Background: an optimization exercise with open tools, aiming at small area. Do not read the settings as production practice. Function was checked by simulation only, so behaviour that the tests miss may differ from the original. Power is estimated from default activity; no workload was simulated.

## flow/design.v (module list and top-level ports; edited modules follow where they fit)
// module full_adder: 10 lines
// module memory_reg_16bit: 17 lines
// module adder_16bit: 26 lines
// module constant_multiplier_16bit_RSH1: 21 lines
// module constant_multiplier_16bit_1byroot2: 22 lines
// module butterfly1_FFT: 8 lines
// module butterfly2_FFT: 11 lines
// module complex_multiplier_FFT: 13 lines
// module delay_16bit_4unit: 11 lines
// module FFT_8point_16bit: 2724 lines
// module half_adder: 4 lines
module FFT_8point_16bit(
    input [15:0] x0,x1,x2,x3,x4,x5,x6,x7,
    input en,clk,rst,
    output [15:0] r7,r6,r5,r4,r3,r2,r1,r0,i7,i6,i5,i4,i3,i2,i1,i0);
  // ...
==> flow/run.sh <==
#!/bin/bash
# synth_recipe.tcl (not shown) runs the flow's synth.tcl, then flattens the netlist and writes it again
# the make line also repeats each setting of config.mk as NAME=value (left out here)
make -C /OpenROAD-flow-scripts/flow DESIGN_CONFIG=/design/flow/config.mk WORK_HOME=/design/flow/orfs CLKGATE_MAP_FILE= SYNTH_SCRIPT=/design/flow/synth_recipe.tcl finish
==> flow/config.mk <==
export PLATFORM = sky130hd
export DESIGN_NAME = FFT_8point_16bit
export DESIGN_NICKNAME = FFT_8point_16bit
export VERILOG_FILES = /design/flow/design.v
export SDC_FILE = /design/flow/constraint.sdc
export NUM_CORES = 4
export LEC_CHECK = 0
export CAP_MARGIN = 20
export CORE_MARGIN = 2
export CORE_UTILIZATION = 40
export SLEW_MARGIN = 20
export SYNTH_HIERARCHICAL = 1
==> flow/constraint.sdc <==
create_clock -name core_clock -period 8.5 [get_ports {clk}]
set_input_delay 1.7000 -clock core_clock [delete_from_list [all_inputs] [get_ports {clk}]]
set_output_delay 1.7000 -clock core_clock [all_outputs]
set_load 0.01 [all_outputs]
==> flow_metrics.tcl, run 1 <==
set metrics [dict create \
    status "complete, no violations" \
    start_util_pct 40.2 \
    largest_register_ffs 128 \
    clk_share_pct 8.04 \
    reg2reg_depth 15 \
    antenna_found_initial 17 \
    crit_slowest_cell "fa_1" \
    power.internal_uw 10200 \
    totalPowerFinal_uw 14800 \
    yosys-top-cells-count "861 x dfxtp_1, 388 x fa_1, 239 x buf_4" \
    grt_first_pass_wirelength_um 87800 \
    dp_slack_ns -0.530 \
    dr.max_layer_used "met5" \
    clock_skew_ns 0.0194 \
    multi_input_area_um2 10500 \
    syn2layout_area_growth_pct 20.4 \
    period_needed_ns 8.27 \
    synth_top_family_by_area "adder cells" \
    die_x_um 280 \
    initialDrtViolationCount 402 \
    p_clk_uw 3840 \
    holdPathStages 0 \
    die_h_um 280 \
    multi_input_cells 728 \
    min_from "q3[107]$_DFF_P_" \
    cp-end-kind "flop" \
    syn-instance-count 2055 \
    sh_seq_area_pct 47.1 \
    crit_buf_inv 1 \
    clkLatencyLatePin_ns 0.63 \
    wl_met2_um 28500 \
    sw_frac_of_total_pct 30.8 \
    start_kind "input port" \
    final_cell_mix "860 x dfxtp_1, 388 x fa_1, 354 x clkdlybuf4s50_1, 231 x inv_1, 122 x and3_1" \
    synthFlopType "dfxtp_1" \
    largest_class "sequential cells" \
    reg.largest.list "q6 (128), q7 (126), q1 (121)" \
    buf_share_pct 10.4 \
]
==> run 2: changes to the inputs <==
--- a/flow/config.mk
+++ b/flow/config.mk
@@ -8,5 +8,8 @@
 export CAP_MARGIN = 20
 export CORE_MARGIN = 2
 export CORE_UTILIZATION = 40
+export CTS_BUF_LIST = sky130_fd_sc_hd__clkbuf_8
+export CTS_CLUSTER_DIAMETER = 40
+export CTS_CLUSTER_SIZE = 20
 export SLEW_MARGIN = 20
 export SYNTH_HIERARCHICAL = 1
==> flow_metrics.tcl, run 2 <==
set metrics [dict create \
    drive_gt1_share_pct 9.03 \
    final_cell_mix "860 x dfxtp_1, 388 x fa_1, 354 x clkdlybuf4s50_1, 237 x inv_1, 122 x and3_1" \
    grt_start_max_net_pins 86 \
    drv_slew 0 \
    start_util_pct 40.2 \
    seq_area_um2 17200 \
    arrival_ns 8.76 \
    cts_made_buffers 98 \
    final_cell_count_no_fill 3378 \
    reg2reg_depth 15 \
    place_congestion 0.808 \
    dpl.cell_count 3183 \
    max_stage_delay_ns 0.52 \
    dr.pass1.iters 6 \
    clk_path_buf_depth 3 \
    finalSetupViolations 0 \
    status "complete, no violations" \
    finalSetupTns_ns 0 \
    cpMostUsedCell "fa_1" \
    seq_area_frac_synth_pct 56.7 \
    cp_cell_sequence "clkdlybuf4s50_1, ha_1, fa_1, fa_1, fa_1, fa_1, fa_1, fa_1, fa_1, fa_1, fa_1, fa_1, fa_1, fa_1, fa_1, fa_1, fa_1, xor2_1" \
    grt_usage_pct 14.9 \
    antenna_found_initial 18 \
    synthFlopType "dfxtp_1" \
    cts_tree "done" \
    critical_path_required_ns 9.07 \
    multi_input_area_um2 10500 \
    syn2layout_area_growth_pct 18.7 \
    fillCellCount 6538 \
    hold_viol_final 0 \
    fmax_mhz 122 \
    cts_resized 0 \
    die_x_um 280 \
    rows 101 \
    drc_errors 0 \
    yosysUniqueCellTypes 28 \
    synthTopCellsByArea "dfxtp_1 57%, fa_1 26%, buf_4 5.9%" \
    htreeDepth 3 \
    final_common_cell "dfxtp_1" \
    crit_slowest_cell "fa_1" \
    power.density_nw_per_um2 392 \
    initialDrtViolationCount 497 \
    path_class "in -> reg" \
    syn_avg_cell_area_um2 14.8 \
    routed_via_density 4.10 \
    pin_count 387 \
    portBuffers 354 \
    yosysTopAreaCellShare_pct 56.7 \
    clock_skew_ns 0.0435 \
    ctsHoldBuffers 0 \
    cts_root_buf "clkbuf_8" \
    hold_slack_ns 0.300 \
    cts.sinks 861 \
    core_um2 75600 \
    synth_edf_count 0 \
    largest-register "q6" \
    reg.largest.list "q6 (128), q7 (126), q1 (121)" \
    wire_per_inst_um 17.0 \
    post-route-period-util_pct 96.3 \
    synth_seq_cells 861 \
    syn-instance-count 2055 \
    min_path_type "reg -> reg" \
    synth_area_um2 30400 \
    worst_slew_pin_slew_ns 0.850 \
    via_count 13800 \
    die_h_um 280 \
    yosysMostFrequentCell "dfxtp_1" \
    netlist.top_cell.by_area "dfxtp_1" \
    largest_register_ffs 128 \
    clk_pin_slew_worst_paths_ns 0.10 \
    cp-end-kind "flop" \
    cp_max_fo 2 \
    rsz0062_at_grt "no" \
    async_flop_share_pct 0 \
    setup_ws_ns 0.311 \
    totalPowerFinal_uw 14100 \
    holdPathStages 0 \
    dp.final_hpwl_um 46500 \
    cap_violations 0 \
    grt_first_pass_wirelength_um 87300 \
    dp_slack_ns -0.530 \
    nNetsFinal 2909 \
    p_leak_uw 0.0155 \
    peakVddDrop_mv 0.290 \
    slew_headroom_pct 43.4 \
    yosys-top-cells-count "861 x dfxtp_1, 388 x fa_1, 239 x buf_4" \
    ant_nets 0 \
    grt_remaining_overflow 0 \
    start_kind "input port" \
    die_area_um2 78200 \
    grt_pass1_vias 15500 \
    clkLatencyLatePin_ns 0.71 \
    period_needed_ns 8.19 \
    yosys_warnings 7 \
    routed_wl_um 57300 \
    post_cts_buffers 0 \
]
[run 2: cell count changes in the layout (fill, tap and decap cells not counted), moves of 3 or more]
cell        delta
clkinvlp_4     +5
bufinv_16      -3
inv_1          +6
clkinv_4       +8
clkinv_8       +9
clkbuf_1      -19
clkbuf_8      +90
inv_12         +5
inv_8         +12
inv_6         +16
clkinv_2      -10
clkbuf_16     -86
[run 2: kinds of logic (layout without fill, tap and decap cells)]
family	Yosys count	count (layout)	share of synthesized area, %
other	1	41	0.0123
buffers and inverters	497	802	9.10
XOR/XNOR	52	52	1.62
AO/OA/AOI/OAI	6	6	0.140
AND/OR/NAND/NOR	164	164	3.27
flip-flops	861	861	56.7
multiplexers	1	1	0.0330
adder cells (fa/ha/maj)	473	473	29.1
[run 2: power by group]
part           switching [µW]  leakage, µW  internal [µW]
clock                    1680      0.00120           1510
sequential                734      0.00721           5720
combinational            2300      0.00712           2180
[run 2: metal layers]
layer	wire length, µm	up-vias	part of all wire, %	global-route usage [%]
met5	102	-	0.18	0
met4	1160	16	2.0	4.80
met3	4310	93	7.5	3.71
met2	28200	357	49	25.2
met1	23500	6871	41	18.8
li1	-	6501	-	-
[run 2: area by class of cell]
| cell class | count | share of cell area [%] |
|---|---|---|
| well taps | 978 | 3.40 |
| clock inverters | 81 | 2.65 |
| repair buffers | 385 | 10.5 |
| diodes | 9 | 0.0625 |
| inverters | 231 | 2.41 |
| clock buffers | 105 | 4.01 |
| multi-input cells | 728 | 29.1 |
| flip-flops and latches | 861 | 47.8 |
[run 2: worst paths after layout]
check                                     start               to  slack (ns)
worst max-delay path                      x0[0]   q1[28]$_DFF_P_        0.31
worst min register to register  q3[100]$_DFF_P_  q4[100]$_DFF_P_        0.30
worst min-delay path            q3[100]$_DFF_P_  q4[100]$_DFF_P_        0.30
worst max register to register  q5[113]$_DFF_P_  q6[119]$_DFF_P_        1.55
[run 2: per-module statistics from Yosys, one instance, submodules excluded]
module            area [µm²]  cells  flops+latches  times used
half_adder              12.5      1              0          35
full_adder              20.0      1              0         388
FFT_8point_16bit       22200   1632            861           1
[run 2: stage by stage]
| stage | util [%] | cell area [µm²] |
|---|---|---|
| 6_report | 47.7 | 36000 |
| 3_5_place_dp | 44.5 | 33600 |
| 4_1_cts | 47.7 | 36000 |
| 3_3_place_gp | 44.5 | 33600 |
| 5_1_grt | 47.7 | 36000 |
| 2_1_floorplan | - | 30500 |
[run 2: critical path, delay by kind of cell]
kind | cells | cell delay (ns)
adder cells (fa/ha/maj) | 16 | 6.44
XOR/XNOR | 1 | 0.18
buffers and inverters | 1 | 0.45
==> run 3: changes to the inputs <==
--- a/flow/config.mk
+++ b/flow/config.mk
@@ -9,7 +9,7 @@
 export CORE_MARGIN = 2
 export CORE_UTILIZATION = 40
 export CTS_BUF_LIST = sky130_fd_sc_hd__clkbuf_8
-export CTS_CLUSTER_DIAMETER = 40
-export CTS_CLUSTER_SIZE = 20
+export CTS_CLUSTER_DIAMETER = 50
+export CTS_CLUSTER_SIZE = 16
 export SLEW_MARGIN = 20
 export SYNTH_HIERARCHICAL = 1
==> flow_metrics.tcl, run 3 <==
set metrics [dict create \
    status "complete, no violations" \
    crit_slowest_cell "fa_1" \
    die_h_um 280 \
    peakVddDrop_mv 0.294 \
    die_x_um 280 \
    yosys-top-cells-count "861 x dfxtp_1, 388 x fa_1, 239 x buf_4" \
    final_cell_mix "860 x dfxtp_1, 388 x fa_1, 353 x clkdlybuf4s50_1, 238 x inv_1, 122 x and3_1" \
    period_needed_ns 8.21 \
    grt_first_pass_wirelength_um 86700 \
    cts_root_buf "clkbuf_8" \
    synth_area_um2 30400 \
    dpl-instance-area_um2 33600 \
    cts_resized 0 \
    initialDrtViolationCount 431 \
    yosysTopAreaCellShare_pct 56.7 \
    largest_register_ffs 128 \
    grt_start_max_net_pins 86 \
    synthFlopType "dfxtp_1" \
    clk_path_buf_depth 3 \
    combPwrFrac_pct 33.5 \
    routed_via_density 4.10 \
    slew_headroom_pct 45.1 \
    start_kind "input port" \
    critical_path_required_ns 9.04 \
    synth_seq_cells 861 \
    clkLatencyLatePin_ns 0.67 \
    seq_power_share_pct 48.2 \
    drv_slew 0 \
    async_flop_share_pct 0 \
    yosys_warnings 7 \
    seq_area_frac_synth_pct 56.7 \
    antenna_found_initial 18 \
    drive_gt1_share_pct 6.65 \
    cp-end-kind "flop" \
    pin_count 387 \
    syn_avg_cell_area_um2 14.8 \
    clock_skew_ns 0.0316 \
    die_area_um2 78200 \
    switchingPower_uw 4420 \
    rsz0062_at_grt "no" \
    syn2layout_area_growth_pct 16.0 \
    power.density_nw_per_um2 380 \
    nNetsFinal 2889 \
    rows 101 \
    wl_met2_um 27900 \
    routed_wl_um 56700 \
    start_util_pct 40.2 \
    finalSetupViolations 0 \
    grt_remaining_overflow 0 \
    yosysMostFrequentCell "dfxtp_1" \
    worst_slew_pin_slew_ns 0.824 \
    clock_power_share_pct 18.3 \
    yosysUniqueCellTypes 28 \
    max_stage_delay_ns 0.52 \
    largest-register "q6" \
    power.internal_uw 8960 \
    synth_edf_count 0 \
    syn-instance-count 2055 \
    grt_pass1_vias 15400 \
    arrival_ns 8.75 \
    path_class "in -> reg" \
    cpMostUsedCell "fa_1" \
    via_count 13600 \
    place_congestion 0.808 \
    final_common_cell "dfxtp_1" \
    cts_made_buffers 78 \
    synthTopCellsByArea "dfxtp_1 57%, fa_1 26%, buf_4 5.9%" \
    cts_tree "done" \
    cts.sinks 861 \
    cap_violations 0 \
    cp_max_fo 2 \
    post-route-period-util_pct 96.6 \
    core_um2 75600 \
    drc_errors 0 \
    grt_usage_pct 14.8 \
    dr.pass1.iters 5 \
    totalPowerFinal_uw 13400 \
    final_area_um2 35200 \
    htreeDepth 3 \
    post_cts_buffers 0 \
    ant_nets 0 \
    portBuffers 354 \
    fmax_mhz 122 \
    hold_viol_final 0 \
    reg.largest.list "q6 (128), q7 (126), q1 (121)" \
    sw_frac_of_total_pct 33.0 \
    clk_pin_slew_worst_paths_ns 0.09 \
    cp_cell_sequence "clkdlybuf4s50_1, ha_1, fa_1, fa_1, fa_1, fa_1, fa_1, fa_1, fa_1, fa_1, fa_1, fa_1, fa_1, fa_1, fa_1, fa_1, fa_1, xor2_1" \
    wire_per_inst_um 17.1 \
    wl_met3_um 3860 \
    wl_met1_um 23700 \
    dr.max_layer_used "met5" \
    p_leak_uw 0.0152 \
    netlist.top_cell.by_area "dfxtp_1" \
    ctsHoldBuffers 0 \
    min_path_type "reg -> reg" \
    dp.final_hpwl_um 46500 \
]
run 3: cell count changes in the layout (fill, tap and decap cells not counted), sizes merged:
cell	previous run	this run
clkdlybuf4s50	354	353
clkinvlp	10	9
bufinv	7	3
clkbuf	105	84
clkinv	23	11
diode	9	6
dlymetal6s2s	0	1
inv	272	250
run 3: layout make-up:
cell class / instances / area [µm²]
clock buffer: 84 / 1160
multi-input combinational: 728 / 10500
sequential: 861 / 17200
inverter: 231 / 867
timing repair buffer: 385 / 3790
fill: 6586 / 40300
antenna: 6 / 15.0
clock inverter: 42 / 438
tap: 978 / 1220
run 3: modules after synthesis (local to each module, per instance):
module | cells | flip-flops and latches | times used | cell area, µm²
FFT_8point_16bit | 1632 | 861 | 1 | 22200
full_adder | 1 | 0 | 388 | 20.0
half_adder | 1 | 0 | 35 | 12.5
run 3: worst max-delay path, delay by kind of cell:
kind | cells | cell delay (ns)
adder cells (fa/ha/maj) | 16 | 6.45
XOR/XNOR | 1 | 0.18
buffers and inverters | 1 | 0.45
run 3: stage by stage:
step           setup TNS, ns  hold WS (ns)  std cells  utilization (%)  worst slack, ns
3_3_place_gp           -3.15         0.310       3182             44.5           -0.339
2_1_floorplan              0         0.310       2086                -            0.403
4_1_cts                    0         0.313       3309             46.6            0.235
3_5_place_dp           -4.81         0.312       3183             44.5           -0.530
5_1_grt                    0         0.309       3310             46.6            0.102
6_report                   0         0.316       3315             46.6            0.287
run 3: worst paths after layout:
kind                   startpoint         endpoint  slack, ns  cells after the start
hold / removal     q1[88]$_DFF_P_   q2[86]$_DFF_P_       0.32                      0
setup / recovery            x0[0]   q1[28]$_DFF_P_       0.29                     18
setup reg to reg  q5[113]$_DFF_P_  q6[119]$_DFF_P_       1.56                     15
hold reg to reg    q1[88]$_DFF_P_   q2[86]$_DFF_P_       0.32                      0
run 3: layer usage:
layer  up-vias  GRT usage, %
met3        91          3.69
met4        16          4.51
met1      6750          18.7
li1       6407             -
met5         -             0
met2       332          25.1
run 3: kinds of logic after synthesis:
| group | count (synthesis) | synth area share [%] |
|---|---|---|
| xor gates and xnor gates | 52 | 1.62 |
| and+or+nand+nor | 164 | 3.27 |
| DFF | 861 | 56.7 |
| AOI/OAI and AO/OA | 6 | 0.140 |
| muxes | 1 | 0.0330 |
| buffers and inverters | 497 | 9.10 |
| other | 1 | 0.0123 |
| adders and majority gates | 473 | 29.1 |
run 3: power groups by stage:
| stage | clock network, µW | logic [µW] | registers, µW |
|---|---|---|---|
| final | 2450 | 4480 | 6460 |
| after global routing | 2720 | 5260 | 6640 |
| after detailed placement | 0 | 4670 | 6600 |
| after global placement | 0 | 4670 | 6570 |
| after floorplan | 0 | 2840 | 6260 |
| after CTS | 2560 | 4690 | 6510 |
==> run 4: changes to the inputs <==
--- a/flow/config.mk
+++ b/flow/config.mk
@@ -7,7 +7,7 @@
 export LEC_CHECK = 0
 export CAP_MARGIN = 20
 export CORE_MARGIN = 2
-export CORE_UTILIZATION = 40
+export CORE_UTILIZATION = 60
 export CTS_BUF_LIST = sky130_fd_sc_hd__clkbuf_8
 export CTS_CLUSTER_DIAMETER = 50
 export CTS_CLUSTER_SIZE = 16
==> flow_metrics.tcl, run 4 <==
set metrics [dict create \
    status "complete, no violations" \
    grt_first_pass_wirelength_um 79400 \
    reg2reg_from "q5[98]$_DFF_P_" \
    grt_start_max_net_pins 89 \
    portBuffers 354 \
    min_from "q3[76]$_DFF_P_" \
    synthTopCellsByArea "dfxtp_1 57%, fa_1 26%, buf_4 5.9%" \
    dpl.cell_count 2875 \
    cts_resized 0 \
    ant_nets 0 \
    synth_edf_count 0 \
    wire_per_inst_um 17.3 \
    cts.sinks 861 \
    dp.final_hpwl_um 41800 \
    synth_area_um2 30400 \
    cp_max_fo 2 \
    grt_usage_pct 20.3 \
    post-route-period-util_pct 97.6 \
    core_um2 50100 \
    dp_slack_ns -0.611 \
    arrival_ns 8.81 \
    rows 82 \
    routed_via_density 4.52 \
    synth_seq_cells 861 \
    clk_path_buf_depth 3 \
    start_kind "input port" \
    fmax_mhz 121 \
    syn2layout_area_growth_pct 13.3 \
    peakVddDrop_mv 0.538 \
    reg2reg_to "q6[103]$_DFF_P_" \
    hold_slack_ns 0.302 \
    path_class "in -> reg" \
    yosys_warnings 7 \
    htreeDepth 3 \
    ctsHoldBuffers 0 \
    min_path_type "reg -> reg" \
    slew_headroom_pct 40.0 \
    post_cts_buffers 0 \
    p_leak_uw 0.0149 \
    yosys-top-cells-count "861 x dfxtp_1, 388 x fa_1, 239 x buf_4" \
    yosysTopAreaCellShare_pct 56.7 \
    fillCellCount 3623 \
    syn-instance-count 2055 \
    initialDrtViolationCount 464 \
    worst_slew_pin_slew_ns 0.901 \
    seq_area_frac_synth_pct 56.7 \
    yosysUniqueCellTypes 28 \
    pin_count 387 \
    drv_slew 0 \
    routed_wl_um 51600 \
    holdPathStages 0 \
    nNetsFinal 2878 \
    critical_path_required_ns 9.01 \
    reg2reg_slack_ns 1.58 \
    rsz0062_at_grt "no" \
    reg.largest.list "q6 (128), q7 (126), q1 (121)" \
    async_flop_share_pct 0 \
    period_needed_ns 8.30 \
    largest_register_ffs 128 \
    yosysMostFrequentCell "dfxtp_1" \
    start_util_pct 60.7 \
    drc_errors 0 \
    clock_skew_ns 0.0354 \
    hold_viol_final 0 \
    utilization_pct 68.7 \
    final_cell_mix "860 x dfxtp_1, 387 x fa_1, 354 x clkdlybuf4s50_1, 232 x inv_1, 122 x and3_1" \
    cts_tree "done" \
    via_count 13500 \
    die_x_um 229 \
    cp-end-kind "flop" \
    die_area_um2 52400 \
    die_h_um 229 \
    largest-register "q6" \
    setup_ws_ns 0.202 \
    drive_gt1_share_pct 5.49 \
    cts_made_buffers 69 \
    final_cell_count_no_fill 2978 \
    dr.pass1.iters 4 \
    final_common_cell "dfxtp_1" \
    hold_path_end "q4[76]$_DFF_P_" \
    grt_remaining_overflow 0 \
    clk_pin_slew_worst_paths_ns 0.09 \
    power.density_nw_per_um2 390 \
    netlist.top_cell.by_area "dfxtp_1" \
    syn_avg_cell_area_um2 14.8 \
    synthFlopType "dfxtp_1" \
    clkLatencyLatePin_ns 0.64 \
    grt_pass1_vias 14500 \
    reg2reg_depth 15 \
    antenna_found_initial 7 \
    place_congestion 0.863 \
    cts_root_buf "clkbuf_8" \
    cap_violations 0 \
    finalSetupViolations 0 \
]
[run 4: modules after synthesis (local to each module, per instance)]
module / cells inside / copies in the design
FFT_8point_16bit: 1632 / 1
full_adder: 1 / 388
half_adder: 1 / 35
[run 4: metal layers]
metal | global-route usage, % | up-vias | share of wire (%)
met3 | 3.57 | 88 | 5.1
li1 | - | 6367 | -
met2 | 34.9 | 305 | 51
met1 | 25.6 | 6696 | 41
met4 | 8.08 | 2 | 3.0
met5 | 0 | - | 0.023
[run 4: area by class of cell]
class                           count  area (µm²)  share of cell area (%)
Timing Repair Buffer              383        3760                    10.9
Inverter                          231         867                    2.52
Multi-Input combinational cell    728       10500                    30.5
Clock buffer                       73        1000                    2.92
Sequential cell                   861       17200                    50.1
Tap cell                          672         841                    2.44
Antenna cell                       12        30.0                  0.0873
Clock inverter                     18         165                   0.480
[run 4: per-stage QoR]
stage	area (µm²)	power, µW	setup TNS (ns)
2_1_floorplan	30500	9100	0
5_1_grt	34400	14500	0
6_report	34400	13400	0
3_5_place_dp	33200	11600	-4.82
4_1_cts	34400	13600	0
3_3_place_gp	33200	11400	-3.25
[run 4: worst max-delay path: stages]
cell             delay (ns)
clkdlybuf4s50_1        0.45
ha_1                   0.23
fa_1                   0.40
fa_1                   0.40
fa_1                   0.39
fa_1                   0.40
fa_1                   0.40
fa_1                   0.39
fa_1                   0.39
fa_1                   0.40
fa_1                   0.56
inv_1                  0.08
fa_1                   0.41
fa_1                   0.40
fa_1                   0.41
fa_1                   0.42
fa_1                   0.40
fa_1                   0.39
xor2_1                 0.17
[run 4: report_power, final]
group | internal (µW) | switching, µW | leakage (µW)
clock | 834 | 1210 | 0.000606
sequential | 5720 | 676 | 0.00721
combinational | 2330 | 2660 | 0.00711
total | 8880 | 4550 | 0.0149
[run 4: how the worst max path moves through the flow]
stage | startpoint | endpoint | slack [ns] | depth (start not counted)
5_1_grt | x1[0] | q1[120]$_DFF_P_ | 0.03 | 21
2_1_floorplan | x1[0] | q1[120]$_DFF_P_ | 0.40 | 20
3_5_place_dp | x0[0] | q1[14]$_DFF_P_ | -0.61 | 18
3_3_place_gp | x0[0] | q1[14]$_DFF_P_ | -0.46 | 18
6_report | x1[0] | q1[58]$_DFF_P_ | 0.20 | 19
4_1_cts | x0[0] | q1[14]$_DFF_P_ | 0.19 | 18
[run 4: cell families (layout without fill, tap and decap cells)]
logic type	after synthesis	after routing	synth area share (%)
DFF	861	861	56.7
other	1	44	0.0123
muxes	1	1	0.0330
and+or+nand+nor	164	164	3.27
xor gates and xnor gates	52	52	1.62
AOI/OAI and AO/OA	6	6	0.140
adders and majority gates	473	473	29.1
buffers and inverters	497	705	9.10
==> run 5: changes to the inputs <==
==> flow/flow/run.sh (new file) <==
#!/bin/bash
# The standard layout (standard.sh, all ORFS steps), with two changes:
# the port buffers use the smallest buffer cell, and CTS inserts no dummy loads.
set -o pipefail
export BUFFER_PORTS_ARGS="-buffer_cell sky130_fd_sc_hd__buf_1"
export CTS_ARGS="-sink_clustering_enable -repair_clock_nets -buf_list sky130_fd_sc_hd__clkbuf_8 -sink_clustering_size 20 -sink_clustering_max_diameter 50 -dont_use_dummy_load"
bash standard.sh > standard.log 2>&1
==> flow/standard.sh (new file) <==
#!/bin/bash
# synth_recipe.tcl (not shown) runs the flow's synth.tcl, then flattens the netlist and writes it again
# the make line also repeats each setting of config.mk as NAME=value (left out here)
make -C /OpenROAD-flow-scripts/flow DESIGN_CONFIG=/design/flow/config.mk WORK_HOME=/design/flow/orfs CLKGATE_MAP_FILE= SYNTH_SCRIPT=/design/flow/synth_recipe.tcl "${@:-finish}"
--- a/flow/config.mk
+++ b/flow/config.mk
@@ -8,8 +8,5 @@
 export CAP_MARGIN = 20
 export CORE_MARGIN = 2
 export CORE_UTILIZATION = 60
-export CTS_BUF_LIST = sky130_fd_sc_hd__clkbuf_8
-export CTS_CLUSTER_DIAMETER = 50
-export CTS_CLUSTER_SIZE = 16
 export SLEW_MARGIN = 20
 export SYNTH_HIERARCHICAL = 1
removed: flow/run.sh
==> flow_metrics.tcl, run 5 <==
set metrics [dict create \
    drive_gt1_share_pct 2.95 \
    final_cell_mix "860 x dfxtp_1, 388 x fa_1, 354 x buf_1, 231 x inv_1, 122 x and3_1" \
    rsz0062_at_grt "no" \
    wire_per_inst_um 16.9 \
    arrival_ns 8.39 \
    holdPathStages 0 \
    largest-register "q6" \
    switchingPower_uw 4320 \
    max_stage_delay_ns 0.56 \
    synth_area_um2 30400 \
    reg2reg_from "q5[98]$_DFF_P_" \
    core_um2 50100 \
    post_cts_buffers 0 \
    hold_viol_final 0 \
    grt_start_max_net_pins 108 \
    ant_nets 0 \
    drv_slew 0 \
    critical_path_required_ns 9.02 \
    utilization_pct 63.1 \
    routed_via_density 4.52 \
    seq_area_um2 17200 \
    clk_path_buf_depth 3 \
    initialDrtViolationCount 522 \
    cts_tree "done" \
    yosys-top-cells-count "861 x dfxtp_1, 388 x fa_1, 239 x buf_4" \
    syn_avg_cell_area_um2 14.8 \
    sw_frac_of_total_pct 33.6 \
    nNetsFinal 2841 \
    synthFlopType "dfxtp_1" \
    antenna_found_initial 3 \
    start_kind "input port" \
    yosysUniqueCellTypes 28 \
    rows 82 \
    portBuffers 354 \
    power.internal_uw 8540 \
    cts.sinks 861 \
    grt_pass1_vias 14100 \
    peakVddDrop_mv 0.515 \
    pin_count 387 \
    reg2reg_to "q6[103]$_DFF_P_" \
    ctsHoldBuffers 0 \
    post-route-period-util_pct 92.7 \
    cp-end-kind "flop" \
    syn-instance-count 2055 \
    clock_power_share_pct 13.4 \
    final_common_cell "dfxtp_1" \
    hold_path_end "q4[52]$_DFF_P_" \
    hold_slack_ns 0.282 \
    routed_wl_um 49200 \
    yosysMostFrequentCell "dfxtp_1" \
    largest_register_ffs 128 \
    cp_max_fo 2 \
    power.density_nw_per_um2 407 \
    seq_area_frac_synth_pct 56.7 \
    grt_usage_pct 19.3 \
    cp_cell_sequence "buf_1, inv_1, ha_1, inv_1, fa_1, fa_1, fa_1, fa_1, fa_1, fa_1, fa_1, fa_1, fa_1, fa_1, fa_1, inv_1, fa_1, fa_1, fa_1, fa_1, xor2_1" \
    die_area_um2 52400 \
    dr.pass1.iters 4 \
    reg2reg_slack_ns 1.54 \
    syn2layout_area_growth_pct 4.07 \
    dp.final_hpwl_um 40100 \
    reg2reg_depth 15 \
    fmax_mhz 127 \
    synthTopCellsByArea "dfxtp_1 57%, fa_1 26%, buf_4 5.9%" \
    netlist.top_cell.by_area "dfxtp_1" \
    die_h_um 229 \
    min_from "q3[52]$_DFF_P_" \
    status "complete, no violations" \
    clk_pin_slew_worst_paths_ns 0.10 \
    start_util_pct 60.7 \
    yosys_warnings 7 \
    cts_resized 0 \
    cpMostUsedCell "fa_1" \
    fillCellCount 3938 \
    cts_made_buffers 59 \
    path_class "in -> reg" \
    synth_seq_cells 861 \
    period_needed_ns 7.88 \
    combPwrFrac_pct 36.9 \
    htreeDepth 2 \
    synth_edf_count 0 \
    grt_first_pass_wirelength_um 76700 \
    seq_power_share_pct 49.7 \
    async_flop_share_pct 0 \
    crit_slowest_cell "fa_1" \
    reg.largest.list "q6 (128), q7 (126), q1 (121)" \
    clkLatencyLatePin_ns 0.69 \
    yosysTopAreaCellShare_pct 56.7 \
    drc_errors 0 \
    multi_input_area_um2 10500 \
    finalSetupViolations 0 \
    cts_root_buf "clkbuf_8" \
    min_path_type "reg -> reg" \
    slew_headroom_pct 39.8 \
    grt_remaining_overflow 0 \
    worst_slew_pin_slew_ns 0.902 \
    place_congestion 0.857 \
    clock_skew_ns 0.0749 \
    cap_violations 0 \
    via_count 13200 \
    die_x_um 229 \
    p_leak_uw 0.0138 \
]
## run 5: cell counts after synthesis
No cell type changed its count.
## run 5: routing by layer
metal | vias up | global-route usage, % | routed length, µm
li1 | 6254 | - | -
met1 | 6541 | 25.3 | 21200
met2 | 289 | 33.2 | 24800
met3 | 72 | 3.76 | 2140
met4 | 0 | 5.24 | 1120
met5 | - | 0 | 0
## run 5: worst max-delay path by stage
stage	from	endpoint	slack (ns)	cells past startpoint
2_1_floorplan	x1[0]	q1[120]$_DFF_P_	0.40	20
3_3_place_gp	x0[0]	q1[14]$_DFF_P_	0.03	18
3_5_place_dp	x0[0]	q1[14]$_DFF_P_	-0.09	18
4_1_cts	q7[92]$_DFF_P_	i7[15]	0.66	21
5_1_grt	x1[0]	q1[120]$_DFF_P_	0.46	21
6_report	x1[0]	q1[120]$_DFF_P_	0.62	21
## run 5: per-stage QoR
stage	setup WS [ns]	std cells	area (µm²)	total power, µW	TNS (ns)
2_1_floorplan	0.403	2086	30500	9100	0
3_3_place_gp	0.0269	2848	30800	11300	0
3_5_place_dp	-0.0875	2848	30800	11400	-0.206
4_1_cts	0.664	2907	31600	13100	0
5_1_grt	0.462	2909	31600	14000	0
6_report	0.622	2910	31600	12900	0
## run 5: modules after synthesis, one instance, submodules excluded
module | flip-flops and latches | cells | times used | area [µm²]
full_adder | 0 | 1 | 388 | 20.0
half_adder | 0 | 1 | 35 | 12.5
FFT_8point_16bit | 861 | 1632 | 1 | 22200
## run 5: cells by family (layout without fill, tap and decap cells)
logic type / after synthesis / in the layout / share of synthesized area (%)
XOR/XNOR: 52 / 52 / 1.62
buffers and inverters: 497 / 646 / 9.10
adder cells (fa/ha/maj): 473 / 473 / 29.1
flip-flops: 861 / 861 / 56.7
multiplexers: 1 / 1 / 0.0330
AND/OR/NAND/NOR: 164 / 164 / 3.27
AO/OA/AOI/OAI: 6 / 6 / 0.140
other: 1 / 35 / 0.0123
## run 5: layout make-up
cell class	instances	area share, %
Antenna cell	3	0.0238
Clock buffer	59	2.57
Inverter	231	2.74
Multi-Input combinational cell	728	33.2
Sequential cell	861	54.5
Tap cell	672	2.66
Timing Repair Buffer	356	4.25
## run 5: worst max-delay path, delay by kind of cell
family / cells / cell delay [ns]
xor gates and xnor gates: 1 / 0.17
adders and majority gates: 16 / 6.22
buffers and inverters: 4 / 0.29
## run 5: power groups by stage
stage	registers [µW]	clock network (µW)	logic [µW]
after floorplan	6260	0	2840
after global placement	6500	0	4810
after detailed placement	6530	0	4890
after CTS	6430	1810	4900
after global routing	6570	1950	5460
final	6390	1730	4750
==> run 6: changes to the inputs <==
==> flow/flow/run.sh (replaced) <==
#!/bin/bash
# The standard layout (standard.sh, all ORFS steps), with two changes:
# the port buffers use the smallest buffer cell, and CTS inserts no dummy loads.
set -o pipefail
export BUFFER_PORTS_ARGS="-buffer_cell sky130_fd_sc_hd__buf_1"
export CTS_ARGS="-sink_clustering_enable -repair_clock_nets -buf_list sky130_fd_sc_hd__clkbuf_8 -sink_clustering_size 16 -sink_clustering_max_diameter 50 -dont_use_dummy_load"
bash standard.sh > standard.log 2>&1
--- a/flow/config.mk
+++ b/flow/config.mk
@@ -7,6 +7,9 @@
 export LEC_CHECK = 0
 export CAP_MARGIN = 20
 export CORE_MARGIN = 2
-export CORE_UTILIZATION = 60
+export CORE_UTILIZATION = 40
+export CTS_BUF_LIST = sky130_fd_sc_hd__clkbuf_8
+export CTS_CLUSTER_DIAMETER = 50
+export CTS_CLUSTER_SIZE = 16
 export SLEW_MARGIN = 20
 export SYNTH_HIERARCHICAL = 1
==> flow_metrics.tcl, run 6 <==
set metrics [dict create \
    syn-instance-count 2055 \
    final_common_cell "dfxtp_1" \
    synth_xor_area_share_pct 1.62 \
    netlist.top_cell.by_area "dfxtp_1" \
    drv_slew 0 \
    drive_gt1_share_pct 4.28 \
    die_x_um 280 \
    grt_pass1_vias 14900 \
    grt_start_max_net_pins 70 \
    synth_edf_count 0 \
    dp.final_hpwl_um 46500 \
    clock_skew_ns 0.0815 \
    power.density_nw_per_um2 400 \
    min_path_type "reg -> reg" \
    grt_use_met1_pct 18.3 \
    clk_path_buf_depth 3 \
    ctsHoldBuffers 0 \
    largest-register "q6" \
    fmax_mhz 127 \
    cts_resized 0 \
    path_class "in -> reg" \
    hold_slack_ns 0.277 \
    seq_area_frac_synth_pct 56.7 \
    utilization_pct 42.8 \
    final_cell_mix "860 x dfxtp_1, 388 x fa_1, 354 x buf_1, 231 x inv_1, 122 x and3_1" \
    post-route-period-util_pct 92.7 \
    worst_slew_pin_slew_ns 0.646 \
    arrival_ns 8.39 \
    synthFlopType "dfxtp_1" \
    clk_pin_slew_worst_paths_ns 0.09 \
    cp-end-kind "flop" \
    grt_busiest_layer "met2" \
    final_cell_count_no_fill 3255 \
    period_needed_ns 7.88 \
    synth_area_um2 30400 \
    finalSetupViolations 0 \
    syn_avg_cell_area_um2 14.8 \
    cp_max_fo 2 \
    yosysUniqueCellTypes 28 \
    grt_first_pass_wirelength_um 85400 \
    cts_root_buf "clkbuf_8" \
    initialDrtViolationCount 519 \
    place_congestion 0.854 \
    nNetsFinal 2872 \
    die_h_um 280 \
    cts_tree "done" \
    synth_top_family_by_area "adder cells" \
    cts.sinks 861 \
    setup_ws_ns 0.620 \
    start_util_pct 40.2 \
    slew_headroom_pct 56.8 \
    grtUsageMet2_pct 24.5 \
    synth_adder_area_share_pct 29.1 \
    core_um2 75600 \
    synthTopCellsByArea "dfxtp_1 57%, fa_1 26%, buf_4 5.9%" \
    routed_wl_um 56800 \
    hold_viol_final 0 \
    dp_slack_ns -0.147 \
    portBuffers 354 \
    antenna_found_initial 25 \
    grt_usage_pct 14.8 \
    drc_errors 0 \
    routed_via_density 4.14 \
    die_area_um2 78200 \
    syn2layout_area_growth_pct 6.53 \
    synth-compound-area-share_pct 0.140 \
    fillCellCount 6932 \
    synth.area.mux_share_pct 0.0330 \
    dpl.cell_count 3167 \
    peakVddDrop_mv 0.322 \
    cts_made_buffers 77 \
    rsz0062_at_grt "no" \
    async_flop_share_pct 0 \
    ant_nets 0 \
    post_cts_buffers 0 \
    cap_violations 0 \
    clkLatencyLatePin_ns 0.67 \
    grt.met3_usage_pct 4.55 \
    start_kind "input port" \
    synth-simple-area-share_pct 3.27 \
    dr.pass1.iters 7 \
    pin_count 387 \
    yosys-top-cells-count "861 x dfxtp_1, 388 x fa_1, 239 x buf_4" \
    yosysTopAreaCellShare_pct 56.7 \
    critical_path_required_ns 9.01 \
    yosysMostFrequentCell "dfxtp_1" \
    synth_seq_cells 861 \
    grt_remaining_overflow 0 \
    reg.largest.list "q6 (128), q7 (126), q1 (121)" \
    largest_register_ffs 128 \
    rows 101 \
    yosys_warnings 7 \
    finalSetupTns_ns 0 \
    wire_per_inst_um 17.5 \
    p_leak_uw 0.0140 \
    status "complete, no violations" \
    htreeDepth 3 \
    via_count 13500 \
]
==> run 6: path summary, 6_finish.rpt <==
check | from | cells past startpoint | endpoint | slack (ns)
setup / recovery | x1[0] | 21 | q1[120]$_DFF_P_ | 0.62
hold / removal | q3[61]$_DFF_P_ | 0 | q4[61]$_DFF_P_ | 0.28
setup reg to reg | q5[113]$_DFF_P_ | 15 | q6[119]$_DFF_P_ | 1.44
hold reg to reg | q3[61]$_DFF_P_ | 0 | q4[61]$_DFF_P_ | 0.28
==> run 6: cell type report <==
class                      count  area (µm²)  share of cell area (%)
timing repair buffer         369        1440                    4.45
multi-input combinational    728       10500                    32.4
sequential                   861       17200                    53.3
antenna                       11        27.5                  0.0851
tap                          978        1220                    3.78
inverter                     231         867                    2.68
clock buffer                  77        1060                    3.28
==> run 6: worst max-delay path, cell delays in order <==
cell and delay [ns]:
buf_1 0.09, inv_1 0.06, ha_1 0.13, inv_1 0.05, fa_1 0.53, inv_1 0.07, fa_1 0.42, fa_1 0.40
fa_1 0.39, fa_1 0.39, fa_1 0.40, fa_1 0.39, fa_1 0.41, fa_1 0.40, fa_1 0.39, fa_1 0.40
fa_1 0.40, fa_1 0.39, fa_1 0.40, fa_1 0.39, xor2_1 0.17
==> run 6: logic make-up after synthesis <==
group / Yosys count
buffers and inverters: 497
muxes: 1
xor gates and xnor gates: 52
AOI/OAI and AO/OA: 6
and+or+nand+nor: 164
other: 1
DFF: 861
adders and majority gates: 473
==> run 6: metal layers <==
metal	vias up	wire length, µm	part of all wire (%)
met5	-	112	0.20
met4	16	1670	2.9
met3	119	3460	6.1
met2	330	27500	48
met1	6700	24100	42
li1	6321	-	-
==> run 6: power by group <==
| group | internal, µW | switching [µW] | total (µW) | leakage (µW) |
|---|---|---|---|---|
| registers | 5730 | 752 | 6480 | 0.00721 |
| logic | 2140 | 2330 | 4470 | 0.00619 |
| clock network | 808 | 1200 | 2010 | 0.000554 |
| total | 8680 | 4280 | 13000 | 0.0140 |
==> run 6: modules after synthesis, one instance, submodules excluded <==
module | cells inside | cell area (µm²)
full_adder | 1 | 20.0
FFT_8point_16bit | 1632 | 22200
half_adder | 1 | 12.5
==> run 6: through the flow <==
stage	power (µW)	instance area [µm²]
global route	14200	32300
floorplan	9100	30500
CTS	13300	32300
finish	13000	32400
detailed placement	11300	31300
global placement	11300	31300

-- separate check: timing with driven ports --
The results above use ideal ports. As a check the final layouts listed here were re-extracted and re-timed, cells and wires unchanged. Step 1 assumes that a clkbuf_16 drives the clock port and a buf_2 every other input. Step 2 adds t to the input delays and takes it off the output delays; t is the mean of the earliest and latest rising clock arrival at the registers after step 1. Input paths then give back, and output paths get back, about the clock's delay inside the block. a / b / c = ideal / step 1 / step 2; a / b = the first two.
run	t (ns)	slack for setup (ns)	worst setup path after step 2	clock arrival spread, ns	cell pins on the clock port's net
run 1	0.678	0.228 / 0.268 / -0.410	input to register	0.020 / 0.020	1
run 2	0.735	0.311 / 0.323 / -0.392	input to register	0.061 / 0.060	1
run 3	0.714	0.287 / 0.319 / -0.395	input to register	0.036 / 0.037	1
run 4	0.682	0.202 / 0.234 / -0.448	input to register	0.036 / 0.035	1
run 5	0.702	0.622 / 0.649 / -0.053	input to register	0.075 / 0.075	1
run 6	0.698	0.620 / 0.655 / -0.043	input to register	0.104 / 0.104	1
Met with ideal ports but missed after step 2: setup timing in every run listed. The setup slack of run 2, which loses most, moves by +0.012 ns with the drivers and by -0.703 ns with both steps.
